Background: an optimization exercise with open tools, aiming at small area, a short achievable clock period and few clock cycles per item. Do not read the settings as production practice.
Function not checked in this run: the RTL went through the layout flow alone.

## flow/config.mk

```make
export PLATFORM = sky130hd
export DESIGN_NAME = simple_generic_matrix_mult
export DESIGN_NICKNAME = simple_generic_matrix_mult
export VERILOG_FILES = /design/flow/design.v
export SDC_FILE = /design/flow/constraint.sdc
export NUM_CORES = 4
export LEC_CHECK = 0
export ABC_CLOCK_PERIOD_IN_PS = 3000
export CAP_MARGIN = 20
export CORE_MARGIN = 2
export CORE_UTILIZATION = 40
export SLEW_MARGIN = 20
export SYNTH_HIERARCHICAL = 1
export SYNTH_MINIMUM_KEEP_SIZE = 0
```

## flow/constraint.sdc

```tcl
create_clock -name core_clock -period 10.0 [get_ports {clk}]
set_input_delay 2.0000 -clock core_clock [delete_from_list [all_inputs] [get_ports {clk}]]
set_output_delay 2.0000 -clock core_clock [all_outputs]
set_load 0.01 [all_outputs]
```

## flow/design.v

```verilog
module simple_generic_matrix_mult #(
    parameter integer M = 3,
    parameter integer N = 3,
    parameter integer P = 3,
    parameter integer DATA_WIDTH = 8
)(
    input  wire clk,
    input  wire rst,
    input  wire start,
    input  wire signed [DATA_WIDTH-1:0] a_in,
    input  wire [$clog2(M*N)-1:0] a_addr,
    input  wire a_wen,
    input  wire signed [DATA_WIDTH-1:0] b_in,
    input  wire [$clog2(N*P)-1:0] b_addr,
    input  wire b_wen,
    output reg [2*DATA_WIDTH-1:0] c_out,
    output reg c_valid,
    output reg done
);
    localparam integer E = 1;    
    reg [3:0] t;
    wire rd = start | ((t != 0) & (t <= 8));           
    wire rot_b = rd;                                    
    wire rot_a = rd & ((t == 2) | (t == 5) | (t == 8));  
    always @(posedge clk or posedge rst) begin
        if (rst) begin
            t <= 0;
            c_valid <= 0;
            done <= 0;
        end else begin
            c_valid <= (t >= E) && (t <= E + 8) && (t != 0 || start);
            done <= (t == E + 8);
            t <= (t == E + 8) ? 4'd0 : (start || t != 0) ? t + 4'd1 : 4'd0;
        end
    end
    reg [7:0] A [0:8];
    reg [7:0] B [0:8];
    integer x;
    always @(posedge clk) begin
        for (x = 0; x < 9; x = x + 1) begin
            if (rot_a) A[x] <= A[(x + 3) % 9];
            else if (a_wen && a_addr == x) A[x] <= a_in;
            if (rot_b) B[x] <= B[(x % 3 == 2) ? x - 2 : x + 1];
            else if (b_wen && b_addr == x) B[x] <= b_in;
        end
    end
    wire [7:0] ma0 = A[0], ma1 = A[1], ma2 = A[2];
    wire [7:0] mb0 = B[0], mb1 = B[3], mb2 = B[6];
    wire [7:0] a0 = ma0, a1 = ma1, a2 = ma2, b0 = mb0, b1 = mb1, b2 = mb2;
    wire pp0_0_0, pp0_0_1, pp0_0_2, pp0_0_3, pp0_0_4, pp0_0_5, pp0_0_6, pp0_0_7, pp0_1_0, pp0_1_1, pp0_1_2, pp0_1_3, pp0_1_4, pp0_1_5, pp0_1_6, pp0_1_7, pp0_2_0, pp0_2_1, pp0_2_2, pp0_2_3, pp0_2_4, pp0_2_5, pp0_2_6, pp0_2_7, pp0_3_0, pp0_3_1, pp0_3_2, pp0_3_3, pp0_3_4, pp0_3_5, pp0_3_6, pp0_3_7, pp0_4_0, pp0_4_1, pp0_4_2, pp0_4_3, pp0_4_4, pp0_4_5, pp0_4_6, pp0_4_7, pp0_5_0, pp0_5_1, pp0_5_2, pp0_5_3, pp0_5_4, pp0_5_5, pp0_5_6, pp0_5_7, pp0_6_0, pp0_6_1, pp0_6_2, pp0_6_3, pp0_6_4, pp0_6_5, pp0_6_6, pp0_6_7, pp0_7_0, pp0_7_1, pp0_7_2, pp0_7_3, pp0_7_4, pp0_7_5, pp0_7_6, pp0_7_7, pp1_0_0, pp1_0_1, pp1_0_2, pp1_0_3, pp1_0_4, pp1_0_5, pp1_0_6, pp1_0_7, pp1_1_0, pp1_1_1, pp1_1_2, pp1_1_3, pp1_1_4, pp1_1_5, pp1_1_6, pp1_1_7, pp1_2_0, pp1_2_1, pp1_2_2, pp1_2_3, pp1_2_4, pp1_2_5, pp1_2_6, pp1_2_7, pp1_3_0, pp1_3_1, pp1_3_2, pp1_3_3, pp1_3_4, pp1_3_5, pp1_3_6, pp1_3_7, pp1_4_0, pp1_4_1, pp1_4_2, pp1_4_3, pp1_4_4, pp1_4_5, pp1_4_6, pp1_4_7, pp1_5_0, pp1_5_1, pp1_5_2, pp1_5_3, pp1_5_4, pp1_5_5, pp1_5_6, pp1_5_7, pp1_6_0, pp1_6_1, pp1_6_2, pp1_6_3, pp1_6_4, pp1_6_5, pp1_6_6, pp1_6_7, pp1_7_0, pp1_7_1, pp1_7_2, pp1_7_3, pp1_7_4, pp1_7_5, pp1_7_6, pp1_7_7, pp2_0_0, pp2_0_1, pp2_0_2, pp2_0_3, pp2_0_4, pp2_0_5, pp2_0_6, pp2_0_7, pp2_1_0, pp2_1_1, pp2_1_2, pp2_1_3, pp2_1_4, pp2_1_5, pp2_1_6, pp2_1_7, pp2_2_0, pp2_2_1, pp2_2_2, pp2_2_3, pp2_2_4, pp2_2_5, pp2_2_6, pp2_2_7, pp2_3_0, pp2_3_1, pp2_3_2, pp2_3_3, pp2_3_4, pp2_3_5, pp2_3_6, pp2_3_7, pp2_4_0, pp2_4_1, pp2_4_2, pp2_4_3, pp2_4_4, pp2_4_5, pp2_4_6, pp2_4_7, pp2_5_0, pp2_5_1, pp2_5_2, pp2_5_3, pp2_5_4, pp2_5_5, pp2_5_6, pp2_5_7, pp2_6_0, pp2_6_1, pp2_6_2, pp2_6_3, pp2_6_4, pp2_6_5, pp2_6_6, pp2_6_7, pp2_7_0, pp2_7_1, pp2_7_2, pp2_7_3, pp2_7_4, pp2_7_5, pp2_7_6, pp2_7_7, s1, c2, s3, c4, s5, c6, s7, c8, s9, c10, s11, c12, s13, c14, s15, c16, s17, c18, s19, c20, s21, c22, s23, c24, s25, c26, s27, c28, s29, c30, s31, c32, s33, c34, s35, c36, s37, c38, s39, c40, s41, c42, s43, c44, s45, c46, s47, c48, s49, c50, s51, c52, s53, c54, s55, c56, s57, c58, s59, c60, s61, c62, s63, c64, s65, c66, s67, c68, s69, c70, s71, c72, s73, c74, s75, c76, s77, c78, s79, c80, s81, c82, s83, c84, s85, c86, s87, c88, s89, c90, s91, c92, s93, c94, s95, c96, s97, c98, s99, c100, s101, c102, s103, c104, s105, c106, s107, c108, s109, c110, s111, c112, s113, c114, s115, c116, s117, c118, s119, c120, s121, c122, s123, c124, s125, c126, s127, c128, s129, c130, s131, c132, s133, c134, s135, c136, s137, c138, s139, c140, s141, c142, s143, c144, s145, c146, s147, c148, s149, c150, s151, c152, s153, c154, s155, c156, s157, c158, s159, c160, s161, c162, s163, c164, s165, c166, s167, c168, s169, c170, s171, c172, s173, c174, s175, c176, s177, c178, s179, c180, s181, c182, s183, c184, s185, c186, s187, c188, s189, c190, s191, c192, s193, c194, s195, c196, s197, c198, s199, c200, s201, c202, s203, c204, s205, c206, s207, c208, s209, c210, s211, c212, s213, c214, s215, c216, s217, c218, s219, c220, s221, c222, s223, c224, s225, c226, s227, c228, s229, c230, s231, c232, s233, c234, s235, c236, s237, c238, s239, c240, s241, c242, s243, c244, s245, c246, s247, c248, s249, c250, s251, c252, s253, s254, c255, s256, c257, s258, c259, s260, c261, s262, c263, s264, c265, s266, c267, s268, c269, s270, c271, s272, c273, s274, c275, s276, c277, s278, c279, s280, c281, s282, c283, s284, c285, s286, c287, s288, c289, s290, c291, s292, c293, s294, c295, s296, c297, s298, c299, s300, c301, s302, c303, s304, c305, s306, c307, s308, c309, s310, c311, s312, c313, s314, c315, s316, c317, s318, c319, s320, c321, s322, c323, s324, c325, s326, c327, s328, c329, s330, c331, s332, c333, s334, c335, s336, c337, s338;
    assign pp0_0_0 = a0[0] & b0[0];
    assign pp0_0_1 = a0[0] & b0[1];
    assign pp0_0_2 = a0[0] & b0[2];
    assign pp0_0_3 = a0[0] & b0[3];
    assign pp0_0_4 = a0[0] & b0[4];
    assign pp0_0_5 = a0[0] & b0[5];
    assign pp0_0_6 = a0[0] & b0[6];
    assign pp0_0_7 = ~(a0[0] & b0[7]);
    assign pp0_1_0 = a0[1] & b0[0];
    assign pp0_1_1 = a0[1] & b0[1];
    assign pp0_1_2 = a0[1] & b0[2];
    assign pp0_1_3 = a0[1] & b0[3];
    assign pp0_1_4 = a0[1] & b0[4];
    assign pp0_1_5 = a0[1] & b0[5];
    assign pp0_1_6 = a0[1] & b0[6];
    assign pp0_1_7 = ~(a0[1] & b0[7]);
    assign pp0_2_0 = a0[2] & b0[0];
    assign pp0_2_1 = a0[2] & b0[1];
    assign pp0_2_2 = a0[2] & b0[2];
    assign pp0_2_3 = a0[2] & b0[3];
    assign pp0_2_4 = a0[2] & b0[4];
    assign pp0_2_5 = a0[2] & b0[5];
    assign pp0_2_6 = a0[2] & b0[6];
    assign pp0_2_7 = ~(a0[2] & b0[7]);
    assign pp0_3_0 = a0[3] & b0[0];
    assign pp0_3_1 = a0[3] & b0[1];
    assign pp0_3_2 = a0[3] & b0[2];
    assign pp0_3_3 = a0[3] & b0[3];
    assign pp0_3_4 = a0[3] & b0[4];
    assign pp0_3_5 = a0[3] & b0[5];
    assign pp0_3_6 = a0[3] & b0[6];
    assign pp0_3_7 = ~(a0[3] & b0[7]);
    assign pp0_4_0 = a0[4] & b0[0];
    assign pp0_4_1 = a0[4] & b0[1];
    assign pp0_4_2 = a0[4] & b0[2];
    assign pp0_4_3 = a0[4] & b0[3];
    assign pp0_4_4 = a0[4] & b0[4];
    assign pp0_4_5 = a0[4] & b0[5];
    assign pp0_4_6 = a0[4] & b0[6];
    assign pp0_4_7 = ~(a0[4] & b0[7]);
    assign pp0_5_0 = a0[5] & b0[0];
    assign pp0_5_1 = a0[5] & b0[1];
    assign pp0_5_2 = a0[5] & b0[2];
    assign pp0_5_3 = a0[5] & b0[3];
    assign pp0_5_4 = a0[5] & b0[4];
    assign pp0_5_5 = a0[5] & b0[5];
    assign pp0_5_6 = a0[5] & b0[6];
    assign pp0_5_7 = ~(a0[5] & b0[7]);
    assign pp0_6_0 = a0[6] & b0[0];
    assign pp0_6_1 = a0[6] & b0[1];
    assign pp0_6_2 = a0[6] & b0[2];
    assign pp0_6_3 = a0[6] & b0[3];
    assign pp0_6_4 = a0[6] & b0[4];
    assign pp0_6_5 = a0[6] & b0[5];
    assign pp0_6_6 = a0[6] & b0[6];
    assign pp0_6_7 = ~(a0[6] & b0[7]);
    assign pp0_7_0 = ~(a0[7] & b0[0]);
    assign pp0_7_1 = ~(a0[7] & b0[1]);
    assign pp0_7_2 = ~(a0[7] & b0[2]);
    assign pp0_7_3 = ~(a0[7] & b0[3]);
    assign pp0_7_4 = ~(a0[7] & b0[4]);
    assign pp0_7_5 = ~(a0[7] & b0[5]);
    assign pp0_7_6 = ~(a0[7] & b0[6]);
    assign pp0_7_7 = a0[7] & b0[7];
    assign pp1_0_0 = a1[0] & b1[0];
    assign pp1_0_1 = a1[0] & b1[1];
    assign pp1_0_2 = a1[0] & b1[2];
    assign pp1_0_3 = a1[0] & b1[3];
    assign pp1_0_4 = a1[0] & b1[4];
    assign pp1_0_5 = a1[0] & b1[5];
    assign pp1_0_6 = a1[0] & b1[6];
    assign pp1_0_7 = ~(a1[0] & b1[7]);
    assign pp1_1_0 = a1[1] & b1[0];
    assign pp1_1_1 = a1[1] & b1[1];
    assign pp1_1_2 = a1[1] & b1[2];
    assign pp1_1_3 = a1[1] & b1[3];
    assign pp1_1_4 = a1[1] & b1[4];
    assign pp1_1_5 = a1[1] & b1[5];
    assign pp1_1_6 = a1[1] & b1[6];
    assign pp1_1_7 = ~(a1[1] & b1[7]);
    assign pp1_2_0 = a1[2] & b1[0];
    assign pp1_2_1 = a1[2] & b1[1];
    assign pp1_2_2 = a1[2] & b1[2];
    assign pp1_2_3 = a1[2] & b1[3];
    assign pp1_2_4 = a1[2] & b1[4];
    assign pp1_2_5 = a1[2] & b1[5];
    assign pp1_2_6 = a1[2] & b1[6];
    assign pp1_2_7 = ~(a1[2] & b1[7]);
    assign pp1_3_0 = a1[3] & b1[0];
    assign pp1_3_1 = a1[3] & b1[1];
    assign pp1_3_2 = a1[3] & b1[2];
    assign pp1_3_3 = a1[3] & b1[3];
    assign pp1_3_4 = a1[3] & b1[4];
    assign pp1_3_5 = a1[3] & b1[5];
    assign pp1_3_6 = a1[3] & b1[6];
    assign pp1_3_7 = ~(a1[3] & b1[7]);
    assign pp1_4_0 = a1[4] & b1[0];
    assign pp1_4_1 = a1[4] & b1[1];
    assign pp1_4_2 = a1[4] & b1[2];
    assign pp1_4_3 = a1[4] & b1[3];
    assign pp1_4_4 = a1[4] & b1[4];
    assign pp1_4_5 = a1[4] & b1[5];
    assign pp1_4_6 = a1[4] & b1[6];
    assign pp1_4_7 = ~(a1[4] & b1[7]);
    assign pp1_5_0 = a1[5] & b1[0];
    assign pp1_5_1 = a1[5] & b1[1];
    assign pp1_5_2 = a1[5] & b1[2];
    assign pp1_5_3 = a1[5] & b1[3];
    assign pp1_5_4 = a1[5] & b1[4];
    assign pp1_5_5 = a1[5] & b1[5];
    assign pp1_5_6 = a1[5] & b1[6];
    assign pp1_5_7 = ~(a1[5] & b1[7]);
    assign pp1_6_0 = a1[6] & b1[0];
    assign pp1_6_1 = a1[6] & b1[1];
    assign pp1_6_2 = a1[6] & b1[2];
    assign pp1_6_3 = a1[6] & b1[3];
    assign pp1_6_4 = a1[6] & b1[4];
    assign pp1_6_5 = a1[6] & b1[5];
    assign pp1_6_6 = a1[6] & b1[6];
    assign pp1_6_7 = ~(a1[6] & b1[7]);
    assign pp1_7_0 = ~(a1[7] & b1[0]);
    assign pp1_7_1 = ~(a1[7] & b1[1]);
    assign pp1_7_2 = ~(a1[7] & b1[2]);
    assign pp1_7_3 = ~(a1[7] & b1[3]);
    assign pp1_7_4 = ~(a1[7] & b1[4]);
    assign pp1_7_5 = ~(a1[7] & b1[5]);
    assign pp1_7_6 = ~(a1[7] & b1[6]);
    assign pp1_7_7 = a1[7] & b1[7];
    assign pp2_0_0 = a2[0] & b2[0];
    assign pp2_0_1 = a2[0] & b2[1];
    assign pp2_0_2 = a2[0] & b2[2];
    assign pp2_0_3 = a2[0] & b2[3];
    assign pp2_0_4 = a2[0] & b2[4];
    assign pp2_0_5 = a2[0] & b2[5];
    assign pp2_0_6 = a2[0] & b2[6];
    assign pp2_0_7 = ~(a2[0] & b2[7]);
    assign pp2_1_0 = a2[1] & b2[0];
    assign pp2_1_1 = a2[1] & b2[1];
    assign pp2_1_2 = a2[1] & b2[2];
    assign pp2_1_3 = a2[1] & b2[3];
    assign pp2_1_4 = a2[1] & b2[4];
    assign pp2_1_5 = a2[1] & b2[5];
    assign pp2_1_6 = a2[1] & b2[6];
    assign pp2_1_7 = ~(a2[1] & b2[7]);
    assign pp2_2_0 = a2[2] & b2[0];
    assign pp2_2_1 = a2[2] & b2[1];
    assign pp2_2_2 = a2[2] & b2[2];
    assign pp2_2_3 = a2[2] & b2[3];
    assign pp2_2_4 = a2[2] & b2[4];
    assign pp2_2_5 = a2[2] & b2[5];
    assign pp2_2_6 = a2[2] & b2[6];
    assign pp2_2_7 = ~(a2[2] & b2[7]);
    assign pp2_3_0 = a2[3] & b2[0];
    assign pp2_3_1 = a2[3] & b2[1];
    assign pp2_3_2 = a2[3] & b2[2];
    assign pp2_3_3 = a2[3] & b2[3];
    assign pp2_3_4 = a2[3] & b2[4];
    assign pp2_3_5 = a2[3] & b2[5];
    assign pp2_3_6 = a2[3] & b2[6];
    assign pp2_3_7 = ~(a2[3] & b2[7]);
    assign pp2_4_0 = a2[4] & b2[0];
    assign pp2_4_1 = a2[4] & b2[1];
    assign pp2_4_2 = a2[4] & b2[2];
    assign pp2_4_3 = a2[4] & b2[3];
    assign pp2_4_4 = a2[4] & b2[4];
    assign pp2_4_5 = a2[4] & b2[5];
    assign pp2_4_6 = a2[4] & b2[6];
    assign pp2_4_7 = ~(a2[4] & b2[7]);
    assign pp2_5_0 = a2[5] & b2[0];
    assign pp2_5_1 = a2[5] & b2[1];
    assign pp2_5_2 = a2[5] & b2[2];
    assign pp2_5_3 = a2[5] & b2[3];
    assign pp2_5_4 = a2[5] & b2[4];
    assign pp2_5_5 = a2[5] & b2[5];
    assign pp2_5_6 = a2[5] & b2[6];
    assign pp2_5_7 = ~(a2[5] & b2[7]);
    assign pp2_6_0 = a2[6] & b2[0];
    assign pp2_6_1 = a2[6] & b2[1];
    assign pp2_6_2 = a2[6] & b2[2];
    assign pp2_6_3 = a2[6] & b2[3];
    assign pp2_6_4 = a2[6] & b2[4];
    assign pp2_6_5 = a2[6] & b2[5];
    assign pp2_6_6 = a2[6] & b2[6];
    assign pp2_6_7 = ~(a2[6] & b2[7]);
    assign pp2_7_0 = ~(a2[7] & b2[0]);
    assign pp2_7_1 = ~(a2[7] & b2[1]);
    assign pp2_7_2 = ~(a2[7] & b2[2]);
    assign pp2_7_3 = ~(a2[7] & b2[3]);
    assign pp2_7_4 = ~(a2[7] & b2[4]);
    assign pp2_7_5 = ~(a2[7] & b2[5]);
    assign pp2_7_6 = ~(a2[7] & b2[6]);
    assign pp2_7_7 = a2[7] & b2[7];
    mm_fa u_s1 (.a(pp0_0_0), .b(pp1_0_0), .c(pp2_0_0), .s(s1), .co(c2));
    mm_fa u_s3 (.a(pp0_0_1), .b(pp0_1_0), .c(pp1_0_1), .s(s3), .co(c4));
    mm_fa u_s5 (.a(pp1_1_0), .b(pp2_0_1), .c(pp2_1_0), .s(s5), .co(c6));
    mm_fa u_s7 (.a(pp0_0_2), .b(pp0_1_1), .c(pp0_2_0), .s(s7), .co(c8));
    mm_fa u_s9 (.a(pp1_0_2), .b(pp1_1_1), .c(pp1_2_0), .s(s9), .co(c10));
    mm_fa u_s11 (.a(pp2_0_2), .b(pp2_1_1), .c(pp2_2_0), .s(s11), .co(c12));
    mm_fa u_s13 (.a(pp0_0_3), .b(pp0_1_2), .c(pp0_2_1), .s(s13), .co(c14));
    mm_fa u_s15 (.a(pp0_3_0), .b(pp1_0_3), .c(pp1_1_2), .s(s15), .co(c16));
    mm_fa u_s17 (.a(pp1_2_1), .b(pp1_3_0), .c(pp2_0_3), .s(s17), .co(c18));
    mm_fa u_s19 (.a(pp2_1_2), .b(pp2_2_1), .c(pp2_3_0), .s(s19), .co(c20));
    mm_fa u_s21 (.a(pp0_0_4), .b(pp0_1_3), .c(pp0_2_2), .s(s21), .co(c22));
    mm_fa u_s23 (.a(pp0_3_1), .b(pp0_4_0), .c(pp1_0_4), .s(s23), .co(c24));
    mm_fa u_s25 (.a(pp1_1_3), .b(pp1_2_2), .c(pp1_3_1), .s(s25), .co(c26));
    mm_fa u_s27 (.a(pp1_4_0), .b(pp2_0_4), .c(pp2_1_3), .s(s27), .co(c28));
    mm_fa u_s29 (.a(pp2_2_2), .b(pp2_3_1), .c(pp2_4_0), .s(s29), .co(c30));
    mm_fa u_s31 (.a(pp0_0_5), .b(pp0_1_4), .c(pp0_2_3), .s(s31), .co(c32));
    mm_fa u_s33 (.a(pp0_3_2), .b(pp0_4_1), .c(pp0_5_0), .s(s33), .co(c34));
    mm_fa u_s35 (.a(pp1_0_5), .b(pp1_1_4), .c(pp1_2_3), .s(s35), .co(c36));
    mm_fa u_s37 (.a(pp1_3_2), .b(pp1_4_1), .c(pp1_5_0), .s(s37), .co(c38));
    mm_fa u_s39 (.a(pp2_0_5), .b(pp2_1_4), .c(pp2_2_3), .s(s39), .co(c40));
    mm_fa u_s41 (.a(pp2_3_2), .b(pp2_4_1), .c(pp2_5_0), .s(s41), .co(c42));
    mm_fa u_s43 (.a(pp0_0_6), .b(pp0_1_5), .c(pp0_2_4), .s(s43), .co(c44));
    mm_fa u_s45 (.a(pp0_3_3), .b(pp0_4_2), .c(pp0_5_1), .s(s45), .co(c46));
    mm_fa u_s47 (.a(pp0_6_0), .b(pp1_0_6), .c(pp1_1_5), .s(s47), .co(c48));
    mm_fa u_s49 (.a(pp1_2_4), .b(pp1_3_3), .c(pp1_4_2), .s(s49), .co(c50));
    mm_fa u_s51 (.a(pp1_5_1), .b(pp1_6_0), .c(pp2_0_6), .s(s51), .co(c52));
    mm_fa u_s53 (.a(pp2_1_5), .b(pp2_2_4), .c(pp2_3_3), .s(s53), .co(c54));
    mm_fa u_s55 (.a(pp2_4_2), .b(pp2_5_1), .c(pp2_6_0), .s(s55), .co(c56));
    mm_fa u_s57 (.a(pp0_0_7), .b(pp0_1_6), .c(pp0_2_5), .s(s57), .co(c58));
    mm_fa u_s59 (.a(pp0_3_4), .b(pp0_4_3), .c(pp0_5_2), .s(s59), .co(c60));
    mm_fa u_s61 (.a(pp0_6_1), .b(pp0_7_0), .c(pp1_0_7), .s(s61), .co(c62));
    mm_fa u_s63 (.a(pp1_1_6), .b(pp1_2_5), .c(pp1_3_4), .s(s63), .co(c64));
    mm_fa u_s65 (.a(pp1_4_3), .b(pp1_5_2), .c(pp1_6_1), .s(s65), .co(c66));
    mm_fa u_s67 (.a(pp1_7_0), .b(pp2_0_7), .c(pp2_1_6), .s(s67), .co(c68));
    mm_fa u_s69 (.a(pp2_2_5), .b(pp2_3_4), .c(pp2_4_3), .s(s69), .co(c70));
    mm_fa u_s71 (.a(pp2_5_2), .b(pp2_6_1), .c(pp2_7_0), .s(s71), .co(c72));
    mm_fa u_s73 (.a(pp0_1_7), .b(pp0_2_6), .c(pp0_3_5), .s(s73), .co(c74));
    mm_fa u_s75 (.a(pp0_4_4), .b(pp0_5_3), .c(pp0_6_2), .s(s75), .co(c76));
    mm_fa u_s77 (.a(pp0_7_1), .b(pp1_1_7), .c(pp1_2_6), .s(s77), .co(c78));
    mm_fa u_s79 (.a(pp1_3_5), .b(pp1_4_4), .c(pp1_5_3), .s(s79), .co(c80));
    mm_fa u_s81 (.a(pp1_6_2), .b(pp1_7_1), .c(pp2_1_7), .s(s81), .co(c82));
    mm_fa u_s83 (.a(pp2_2_6), .b(pp2_3_5), .c(pp2_4_4), .s(s83), .co(c84));
    mm_fa u_s85 (.a(pp2_5_3), .b(pp2_6_2), .c(pp2_7_1), .s(s85), .co(c86));
    mm_fa u_s87 (.a(pp0_2_7), .b(pp0_3_6), .c(pp0_4_5), .s(s87), .co(c88));
    mm_fa u_s89 (.a(pp0_5_4), .b(pp0_6_3), .c(pp0_7_2), .s(s89), .co(c90));
    mm_fa u_s91 (.a(pp1_2_7), .b(pp1_3_6), .c(pp1_4_5), .s(s91), .co(c92));
    mm_fa u_s93 (.a(pp1_5_4), .b(pp1_6_3), .c(pp1_7_2), .s(s93), .co(c94));
    mm_fa u_s95 (.a(pp2_2_7), .b(pp2_3_6), .c(pp2_4_5), .s(s95), .co(c96));
    mm_fa u_s97 (.a(pp2_5_4), .b(pp2_6_3), .c(pp2_7_2), .s(s97), .co(c98));
    mm_fa u_s99 (.a(pp0_3_7), .b(pp0_4_6), .c(pp0_5_5), .s(s99), .co(c100));
    mm_fa u_s101 (.a(pp0_6_4), .b(pp0_7_3), .c(pp1_3_7), .s(s101), .co(c102));
    mm_fa u_s103 (.a(pp1_4_6), .b(pp1_5_5), .c(pp1_6_4), .s(s103), .co(c104));
    mm_fa u_s105 (.a(pp1_7_3), .b(pp2_3_7), .c(pp2_4_6), .s(s105), .co(c106));
    mm_fa u_s107 (.a(pp2_5_5), .b(pp2_6_4), .c(pp2_7_3), .s(s107), .co(c108));
    mm_fa u_s109 (.a(pp0_4_7), .b(pp0_5_6), .c(pp0_6_5), .s(s109), .co(c110));
    mm_fa u_s111 (.a(pp0_7_4), .b(pp1_4_7), .c(pp1_5_6), .s(s111), .co(c112));
    mm_fa u_s113 (.a(pp1_6_5), .b(pp1_7_4), .c(pp2_4_7), .s(s113), .co(c114));
    mm_fa u_s115 (.a(pp2_5_6), .b(pp2_6_5), .c(pp2_7_4), .s(s115), .co(c116));
    mm_fa u_s117 (.a(pp0_5_7), .b(pp0_6_6), .c(pp0_7_5), .s(s117), .co(c118));
    mm_fa u_s119 (.a(pp1_5_7), .b(pp1_6_6), .c(pp1_7_5), .s(s119), .co(c120));
    mm_fa u_s121 (.a(pp2_5_7), .b(pp2_6_6), .c(pp2_7_5), .s(s121), .co(c122));
    mm_fa u_s123 (.a(pp0_6_7), .b(pp0_7_6), .c(pp1_6_7), .s(s123), .co(c124));
    mm_fa u_s125 (.a(pp1_7_6), .b(pp2_6_7), .c(pp2_7_6), .s(s125), .co(c126));
    mm_fa u_s127 (.a(pp0_7_7), .b(pp1_7_7), .c(pp2_7_7), .s(s127), .co(c128));
    mm_fa u_s129 (.a(c2), .b(s3), .c(s5), .s(s129), .co(c130));
    mm_fa u_s131 (.a(c4), .b(c6), .c(s7), .s(s131), .co(c132));
    mm_fa u_s133 (.a(c8), .b(c10), .c(c12), .s(s133), .co(c134));
    mm_fa u_s135 (.a(s13), .b(s15), .c(s17), .s(s135), .co(c136));
    mm_fa u_s137 (.a(c14), .b(c16), .c(c18), .s(s137), .co(c138));
    mm_fa u_s139 (.a(c20), .b(s21), .c(s23), .s(s139), .co(c140));
    mm_fa u_s141 (.a(s25), .b(s27), .c(s29), .s(s141), .co(c142));
    mm_fa u_s143 (.a(c22), .b(c24), .c(c26), .s(s143), .co(c144));
    mm_fa u_s145 (.a(c28), .b(c30), .c(s31), .s(s145), .co(c146));
    mm_fa u_s147 (.a(s33), .b(s35), .c(s37), .s(s147), .co(c148));
    mm_fa u_s149 (.a(c32), .b(c34), .c(c36), .s(s149), .co(c150));
    mm_fa u_s151 (.a(c38), .b(c40), .c(c42), .s(s151), .co(c152));
    mm_fa u_s153 (.a(s43), .b(s45), .c(s47), .s(s153), .co(c154));
    mm_fa u_s155 (.a(s49), .b(s51), .c(s53), .s(s155), .co(c156));
    mm_fa u_s157 (.a(c44), .b(c46), .c(c48), .s(s157), .co(c158));
    mm_fa u_s159 (.a(c50), .b(c52), .c(c54), .s(s159), .co(c160));
    mm_fa u_s161 (.a(c56), .b(s57), .c(s59), .s(s161), .co(c162));
    mm_fa u_s163 (.a(s61), .b(s63), .c(s65), .s(s163), .co(c164));
    mm_fa u_s165 (.a(s67), .b(s69), .c(s71), .s(s165), .co(c166));
    mm_fa u_s167 (.a(c58), .b(c60), .c(c62), .s(s167), .co(c168));
    mm_fa u_s169 (.a(c64), .b(c66), .c(c68), .s(s169), .co(c170));
    mm_fa u_s171 (.a(c70), .b(c72), .c(s73), .s(s171), .co(c172));
    mm_fa u_s173 (.a(s75), .b(s77), .c(s79), .s(s173), .co(c174));
    mm_fa u_s175 (.a(s81), .b(s83), .c(s85), .s(s175), .co(c176));
    mm_fa u_s177 (.a(c74), .b(c76), .c(c78), .s(s177), .co(c178));
    mm_fa u_s179 (.a(c80), .b(c82), .c(c84), .s(s179), .co(c180));
    mm_fa u_s181 (.a(c86), .b(s87), .c(s89), .s(s181), .co(c182));
    mm_fa u_s183 (.a(s91), .b(s93), .c(s95), .s(s183), .co(c184));
    mm_fa u_s185 (.a(c88), .b(c90), .c(c92), .s(s185), .co(c186));
    mm_fa u_s187 (.a(c94), .b(c96), .c(c98), .s(s187), .co(c188));
    mm_fa u_s189 (.a(s99), .b(s101), .c(s103), .s(s189), .co(c190));
    mm_fa u_s191 (.a(c100), .b(c102), .c(c104), .s(s191), .co(c192));
    mm_fa u_s193 (.a(c106), .b(c108), .c(s109), .s(s193), .co(c194));
    mm_fa u_s195 (.a(s111), .b(s113), .c(s115), .s(s195), .co(c196));
    mm_fa u_s197 (.a(c110), .b(c112), .c(c114), .s(s197), .co(c198));
    mm_fa u_s199 (.a(c116), .b(s117), .c(s119), .s(s199), .co(c200));
    mm_fa u_s201 (.a(c118), .b(c120), .c(c122), .s(s201), .co(c202));
    mm_fa u_s203 (.a(c124), .b(c126), .c(s127), .s(s203), .co(c204));
    mm_fa u_s205 (.a(c130), .b(s131), .c(s9), .s(s205), .co(c206));
    mm_fa u_s207 (.a(c132), .b(s133), .c(s135), .s(s207), .co(c208));
    mm_fa u_s209 (.a(c134), .b(c136), .c(s137), .s(s209), .co(c210));
    mm_fa u_s211 (.a(c138), .b(c140), .c(c142), .s(s211), .co(c212));
    mm_fa u_s213 (.a(s143), .b(s145), .c(s147), .s(s213), .co(c214));
    mm_fa u_s215 (.a(c144), .b(c146), .c(c148), .s(s215), .co(c216));
    mm_fa u_s217 (.a(s149), .b(s151), .c(s153), .s(s217), .co(c218));
    mm_fa u_s219 (.a(c150), .b(c152), .c(c154), .s(s219), .co(c220));
    mm_fa u_s221 (.a(c156), .b(s157), .c(s159), .s(s221), .co(c222));
    mm_fa u_s223 (.a(s161), .b(s163), .c(s165), .s(s223), .co(c224));
    mm_fa u_s225 (.a(c158), .b(c160), .c(c162), .s(s225), .co(c226));
    mm_fa u_s227 (.a(c164), .b(c166), .c(s167), .s(s227), .co(c228));
    mm_fa u_s229 (.a(s169), .b(s171), .c(s173), .s(s229), .co(c230));
    mm_fa u_s231 (.a(c168), .b(c170), .c(c172), .s(s231), .co(c232));
    mm_fa u_s233 (.a(c174), .b(c176), .c(s177), .s(s233), .co(c234));
    mm_fa u_s235 (.a(s179), .b(s181), .c(s183), .s(s235), .co(c236));
    mm_fa u_s237 (.a(c178), .b(c180), .c(c182), .s(s237), .co(c238));
    mm_fa u_s239 (.a(c184), .b(s185), .c(s187), .s(s239), .co(c240));
    mm_fa u_s241 (.a(s189), .b(s105), .c(s107), .s(s241), .co(c242));
    mm_fa u_s243 (.a(c186), .b(c188), .c(c190), .s(s243), .co(c244));
    mm_fa u_s245 (.a(s191), .b(s193), .c(s195), .s(s245), .co(c246));
    mm_fa u_s247 (.a(c192), .b(c194), .c(c196), .s(s247), .co(c248));
    mm_fa u_s249 (.a(s197), .b(s199), .c(s121), .s(s249), .co(c250));
    mm_fa u_s251 (.a(c198), .b(c200), .c(s201), .s(s251), .co(c252));
    assign s253 = c204 ^ c128 ^ 1'b1;
    mm_fa u_s254 (.a(c206), .b(s207), .c(s19), .s(s254), .co(c255));
    mm_fa u_s256 (.a(c208), .b(s209), .c(s139), .s(s256), .co(c257));
    mm_fa u_s258 (.a(c210), .b(s211), .c(s213), .s(s258), .co(c259));
    mm_fa u_s260 (.a(c212), .b(c214), .c(s215), .s(s260), .co(c261));
    mm_fa u_s262 (.a(s217), .b(s155), .c(s55), .s(s262), .co(c263));
    mm_fa u_s264 (.a(c216), .b(c218), .c(s219), .s(s264), .co(c265));
    mm_fa u_s266 (.a(c220), .b(c222), .c(c224), .s(s266), .co(c267));
    mm_fa u_s268 (.a(s225), .b(s227), .c(s229), .s(s268), .co(c269));
    mm_fa u_s270 (.a(c226), .b(c228), .c(c230), .s(s270), .co(c271));
    mm_fa u_s272 (.a(s231), .b(s233), .c(s235), .s(s272), .co(c273));
    mm_fa u_s274 (.a(c232), .b(c234), .c(c236), .s(s274), .co(c275));
    mm_fa u_s276 (.a(s237), .b(s239), .c(s241), .s(s276), .co(c277));
    mm_fa u_s278 (.a(c238), .b(c240), .c(c242), .s(s278), .co(c279));
    mm_fa u_s280 (.a(c244), .b(c246), .c(s247), .s(s280), .co(c281));
    mm_fa u_s282 (.a(c248), .b(c250), .c(s251), .s(s282), .co(c283));
    mm_fa u_s284 (.a(c252), .b(c202), .c(s203), .s(s284), .co(c285));
    mm_ha u_s286 (.a(ra_c261), .b(ra_c263), .s(s286), .co(c287));
    mm_fa u_s288 (.a(ra_c265), .b(ra_s266), .c(ra_s268), .s(s288), .co(c289));
    mm_fa u_s290 (.a(ra_c267), .b(ra_c269), .c(ra_s270), .s(s290), .co(c291));
    mm_ha u_s292 (.a(ra_s272), .b(ra_s97), .s(s292), .co(c293));
    mm_fa u_s294 (.a(ra_c271), .b(ra_c273), .c(ra_s274), .s(s294), .co(c295));
    mm_fa u_s296 (.a(ra_c275), .b(ra_c277), .c(ra_s278), .s(s296), .co(c297));
    mm_ha u_s298 (.a(ra_c257), .b(ra_s258), .s(s298), .co(c299));
    mm_ha u_s300 (.a(ra_c259), .b(ra_s260), .s(s300), .co(c301));
    mm_fa u_s302 (.a(s286), .b(ra_s264), .c(ra_s221), .s(s302), .co(c303));
    mm_fa u_s304 (.a(c287), .b(s288), .c(ra_s175), .s(s304), .co(c305));
    mm_fa u_s306 (.a(c289), .b(s290), .c(s292), .s(s306), .co(c307));
    mm_fa u_s308 (.a(c291), .b(c293), .c(s294), .s(s308), .co(c309));
    mm_fa u_s310 (.a(c295), .b(s296), .c(ra_s243), .s(s310), .co(c311));
    mm_fa u_s312 (.a(c297), .b(ra_c279), .c(ra_s280), .s(s312), .co(c313));
    mm_fa u_s314 (.a(ra_c281), .b(ra_s282), .c(ra_s123), .s(s314), .co(c315));
    mm_ha u_s316 (.a(ra_c255), .b(ra_s256), .s(s316), .co(c317));
    mm_fa u_s318 (.a(s298), .b(ra_s39), .c(ra_s41), .s(s318), .co(c319));
    mm_fa u_s320 (.a(c299), .b(s300), .c(ra_s262), .s(s320), .co(c321));
    mm_fa u_s322 (.a(c301), .b(s302), .c(ra_s223), .s(s322), .co(c323));
    assign s324 = ~(c303 ^ s304);
    assign c325 = c303 | s304;
    assign s326 = ~(c305 ^ s306);
    assign c327 = c305 | s306;
    mm_fa u_s328 (.a(c307), .b(s308), .c(ra_s276), .s(s328), .co(c329));
    mm_fa u_s330 (.a(c309), .b(s310), .c(ra_s245), .s(s330), .co(c331));
    mm_fa u_s332 (.a(c311), .b(s312), .c(ra_s249), .s(s332), .co(c333));
    mm_fa u_s334 (.a(c313), .b(s314), .c(ra_s125), .s(s334), .co(c335));
    mm_fa u_s336 (.a(c315), .b(ra_c283), .c(ra_s284), .s(s336), .co(c337));
    assign s338 = ra_c285 ^ ra_s253;
    reg ra_s1, ra_s129, ra_s205, ra_s11, ra_s254, ra_c255, ra_s256, ra_s141, ra_c257, ra_s258, ra_s39, ra_s41, ra_c259, ra_s260, ra_s262, ra_c261, ra_c263, ra_s264, ra_s221, ra_s223, ra_c265, ra_s266, ra_s268, ra_s175, ra_c267, ra_c269, ra_s270, ra_s272, ra_s97, ra_c271, ra_c273, ra_s274, ra_s276, ra_c275, ra_c277, ra_s278, ra_s243, ra_s245, ra_c279, ra_s280, ra_s249, ra_c281, ra_s282, ra_s123, ra_s125, ra_c283, ra_s284, ra_c285, ra_s253;
    always @(posedge clk) begin
        ra_s1 <= s1;
        ra_s129 <= s129;
        ra_s205 <= s205;
        ra_s11 <= s11;
        ra_s254 <= s254;
        ra_c255 <= c255;
        ra_s256 <= s256;
        ra_s141 <= s141;
        ra_c257 <= c257;
        ra_s258 <= s258;
        ra_s39 <= s39;
        ra_s41 <= s41;
        ra_c259 <= c259;
        ra_s260 <= s260;
        ra_s262 <= s262;
        ra_c261 <= c261;
        ra_c263 <= c263;
        ra_s264 <= s264;
        ra_s221 <= s221;
        ra_s223 <= s223;
        ra_c265 <= c265;
        ra_s266 <= s266;
        ra_s268 <= s268;
        ra_s175 <= s175;
        ra_c267 <= c267;
        ra_c269 <= c269;
        ra_s270 <= s270;
        ra_s272 <= s272;
        ra_s97 <= s97;
        ra_c271 <= c271;
        ra_c273 <= c273;
        ra_s274 <= s274;
        ra_s276 <= s276;
        ra_c275 <= c275;
        ra_c277 <= c277;
        ra_s278 <= s278;
        ra_s243 <= s243;
        ra_s245 <= s245;
        ra_c279 <= c279;
        ra_s280 <= s280;
        ra_s249 <= s249;
        ra_c281 <= c281;
        ra_s282 <= s282;
        ra_s123 <= s123;
        ra_s125 <= s125;
        ra_c283 <= c283;
        ra_s284 <= s284;
        ra_c285 <= c285;
        ra_s253 <= s253;
    end
    wire [15:0] row1 = {c337, c335, c333, c331, c329, c327, c325, c323, c321, c319, c317, s316, ra_s254, ra_s205, ra_s129, ra_s1};
    wire [15:0] row2 = {s338, s336, s334, s332, s330, s328, s326, s324, s322, s320, s318, ra_s141, 1'b0, ra_s11, 1'b0, 1'b0};
    always @(posedge clk) c_out <= row1 + row2;
endmodule
module mm_fa (input wire a, input wire b, input wire c, output wire s, output wire co);
    assign s = a ^ b ^ c;
    assign co = (a & b) | (a & c) | (b & c);
endmodule
module mm_ha (input wire a, input wire b, output wire s, output wire co);
    assign s = a ^ b;
    assign co = a & b;
endmodule
```

## flow/flow/run.sh

```bash
#!/bin/bash
set -euo pipefail
bash standard.sh SETUP_SLACK_MARGIN=7 finish > standard_flow.log 2>&1
```

## flow/standard.sh

```bash
#!/bin/bash
# synth_recipe.tcl (not shown) runs the flow's synth.tcl, then flattens the netlist and writes it again
# the make line also repeats each setting of config.mk as NAME=value (left out here)
make -C /OpenROAD-flow-scripts/flow DESIGN_CONFIG=/design/flow/config.mk WORK_HOME=/design/flow/orfs CLKGATE_MAP_FILE= SYNTH_SCRIPT=/design/flow/synth_recipe.tcl "${@:-finish}"
```

==> out/summary.txt <==
Outcome = no timing/DRC/antenna violations
DP Area = 13600 um^2
Placer Congestion = 0.776
Pin count of the biggest net entering global routing = 73
Final WL = 31000 um
Final WS setup = 6860 ps
Top post-synthesis cells by area = edfxtp_1, fa_1, dfxtp_1, a21o_1, and2_1
CP max stage delay = 570 ps
Bufs and invs on worst path = 0
Clock Sinks = 215
Register bit total from synthesis = 215
Max Clk Rate = 318 MHz
Worst-case hold slack = 328 ps
Final hold violations = 0
Synth Net Count = 1147
CP max-delay cell = fa_2
Std cell rows = 65
DP Worst Slack = 5850 ps
Synth area leader = edfxtp_1
Fin nets = 1295
Total GRT Usage = 18.7%
Register area share after synthesis = 45.6%
Die W = 182 um
Max Buffers Root-to-Sink = 3
Final Util = 50.5%
Setup violators final = 0
CTS tree = yes
Initial antenna violation count = 0
Worst-path clk slew = 60 ps
Core Area = 31400 um^2
ANT nets after route = 0
Clock Latency Late Sink = 540 ps
Cell mode on critical path = fa_1
Via density = 5.28
Relative slew slack = 51.2%
Routed met1 length = 13300 um
Minimum clock period = 3140 ps
Number of I/O port buffers = 46
Post-DP HPWL = 20100 um
Mean Syn Cell Area = 13.6 um^2
Root buffer cell = clkbuf_16
Yosys warning count = 9
Vias in the first global route = 8186
Met3 Wirelength = 1340 um
Worst-path cell chain = fa_2, fa_1, fa_1, ha_4, and4_4, nand4_1, a2bb2oi_2, mux2_1, o211ai_1
Layout cell share with drive strength beyond 1 = 21.5%
Die area = 33100 um^2
Die height = 182 um
Mapped cell area = 12700 um^2
Grt ovf = 0
CP arrival = 3600 ps
Post-route cell area = 15800 um^2
CP max FO = 6
RSZ-0062 raised after global routing = true
Final Slew Violations = 0
Reg2Reg Setup Slack = 6860 ps
Drt pass-1 iters = 5
Met2 wire length = 15500 um
Startpoint Class = flip-flop
Synth top area share = 34.1%
Io pins = 47
Slew @ Worst Pin = 732 ps
Initial core utilization = 40.4%
Diode count = 0
Post-Syn Instances = 932
Drt drc = 0
Number of library cell types mapped by synthesis = 48
Type of the worst setup path = flip-flop to flip-flop
Setup Skew = 16.7 ps
CTS buffer count = 23
Cts-stage hold buffer count = 0
WL/cell = 20.7 um
Vias after detailed routing = 7916
Area Overhead vs Synth = 25.0%
H-tree lvl count = 1
Hold/Removal Path Class = flip-flop to flip-flop
Crit end category = flip-flop
Setup_tns = 0 ps
Max-cap violations = 0
Worst path top cell family by delay = adder cells
Post-route clock period utilization = 31.4%
CP Data Required Time = 10460 ps
Max layer used = met4
First-pass GRT wire length = 47400 um
Iter 0 DRT Violations = 547
==> kinds of logic (layout without fill, tap and decap cells) <==
family,Yosys count,count (layout),share of synthesized area [%]
AND/OR/NAND/NOR,263,263,11.9
flip-flops,215,215,45.6
AO/OA/AOI/OAI,197,199,11.3
multiplexers,1,1,0.0889
XOR/XNOR,13,13,1.07
adder cells (fa/ha/maj),186,186,27.9
buffers and inverters,57,220,2.17
==> per-stage QoR <==
step	cells
2_1_floorplan	932
5_1_grt	1499
3_3_place_gp	1340
4_1_cts	1439
3_5_place_dp	1340
6_report	1499
==> worst paths after layout <==
check | from | endpoint | cells after the start
max in group asynchronous | rst | done | 2
min in group asynchronous | rst | t[1] | 2
worst min-delay path | ra_s129 | c_out[1] | 0
worst min register to register | ra_s129 | c_out[1] | 0
worst max register to register | ra_c271 | c_out[15] | 9
worst max-delay path | ra_c271 | c_out[15] | 9
==> per-layer routing <==
layer | vias up | track usage [%]
met5 | - | 0
met1 | 4161 | 24.9
met2 | 204 | 32.5
met4 | 0 | 5.35
met3 | 50 | 2.09
li1 | 3501 | -
==> layout make-up <==
cell class                 count  area, um^2
fill                        2670       15600
multi-input combinational    662        7020
sequential                   215        5780
timing repair buffer         164        1660
clock buffer                  29         629
tap                          402         503
clock inverter                13         189
inverter                      14        52.6
==> modules after synthesis, one instance, submodules excluded <==
module / area [um^2] / cells inside
simple_generic_matrix_mult: 9390 / 766
mm_fa: 20.0 / 1
mm_ha: 12.5 / 1
==> cells in the mapped netlist (all sizes together) <==
cell / instances
inv: 14
a31oi: 3
a211oi: 2
dfxtp: 65
xor2: 5
o21ai: 17
nor2: 9
clkbuf: 15
mux2: 1
a2bb2oi: 1
or2: 1
a31o: 1
fa: 161
nand3: 5
xnor3: 1
nor2b: 6
o31ai: 5
o21a: 1
or3b: 2
a21oi: 10
nor3: 3
xnor2: 7
o41ai: 2
nand3b: 4
nand4: 4
and4: 1
and2: 167
a21o: 148
o2bb2ai: 1
a311o: 1
a221oi: 2
o21bai: 1
o211ai: 1
nand2: 53
ha: 25
dfrtp: 6
nand2b: 8
o221ai: 1
edfxtp: 144
buf: 28
==> cells in the final DEF, fill, tap and decap left out, drive strengths merged, types with 8 or more instances in the layout <==
master         count
and2             167
fa               161
a21o             150
edfxtp           144
buf              131
dfxtp             65
nand2             53
clkbuf            35
ha                25
clkdlybuf4s50     17
o21ai             17
inv               16
a21oi             10
nor2               9
dlygate4sd2        8
nand2b             8
==> registers in the layout, indices dropped and copies added, names as in the netlist, 4 cells and up <==
| signal | cells |
|---|---|
| A | 72 |
| B | 72 |
| c_out | 16 |
| t | 4 |
==> timing repair <==
action | in CTS | in global routing
buffers inserted | 51 | 52
gates cloned | 6 | 8
endpoints found under the setup margin | 311 | 139
pin swaps | 20 | 24
gates resized for setup | 132 | 19

port drivers added, routing unchanged:
The flow's constraints put no driver on any port. The routed layout listed below was extracted and timed again, unchanged, in two steps.
Step 1, drivers: a clkbuf_16 drives clk and a buf_2 each remaining input, both assumed.
Step 2 adds t to the input delays and takes it off the output delays; t is the mean of the earliest and latest rising clock arrival at the registers after step 1. Input paths then give back, and output paths get back, about the clock's delay inside the block.
a / b / c = no drivers / after step 1 / after step 2; a / b = the first two.
t (ns): 0.579
slack for setup (ns): 6.857 / 6.857 / 6.442
worst hold slack (ns): 0.328 / 0.328 / 0.328
worst data-port slew with drivers (ns): 0.05
After both steps this run still meets setup and hold. The setup slack of this run moves by 0.000 ns with the drivers and by -0.415 ns with both steps.
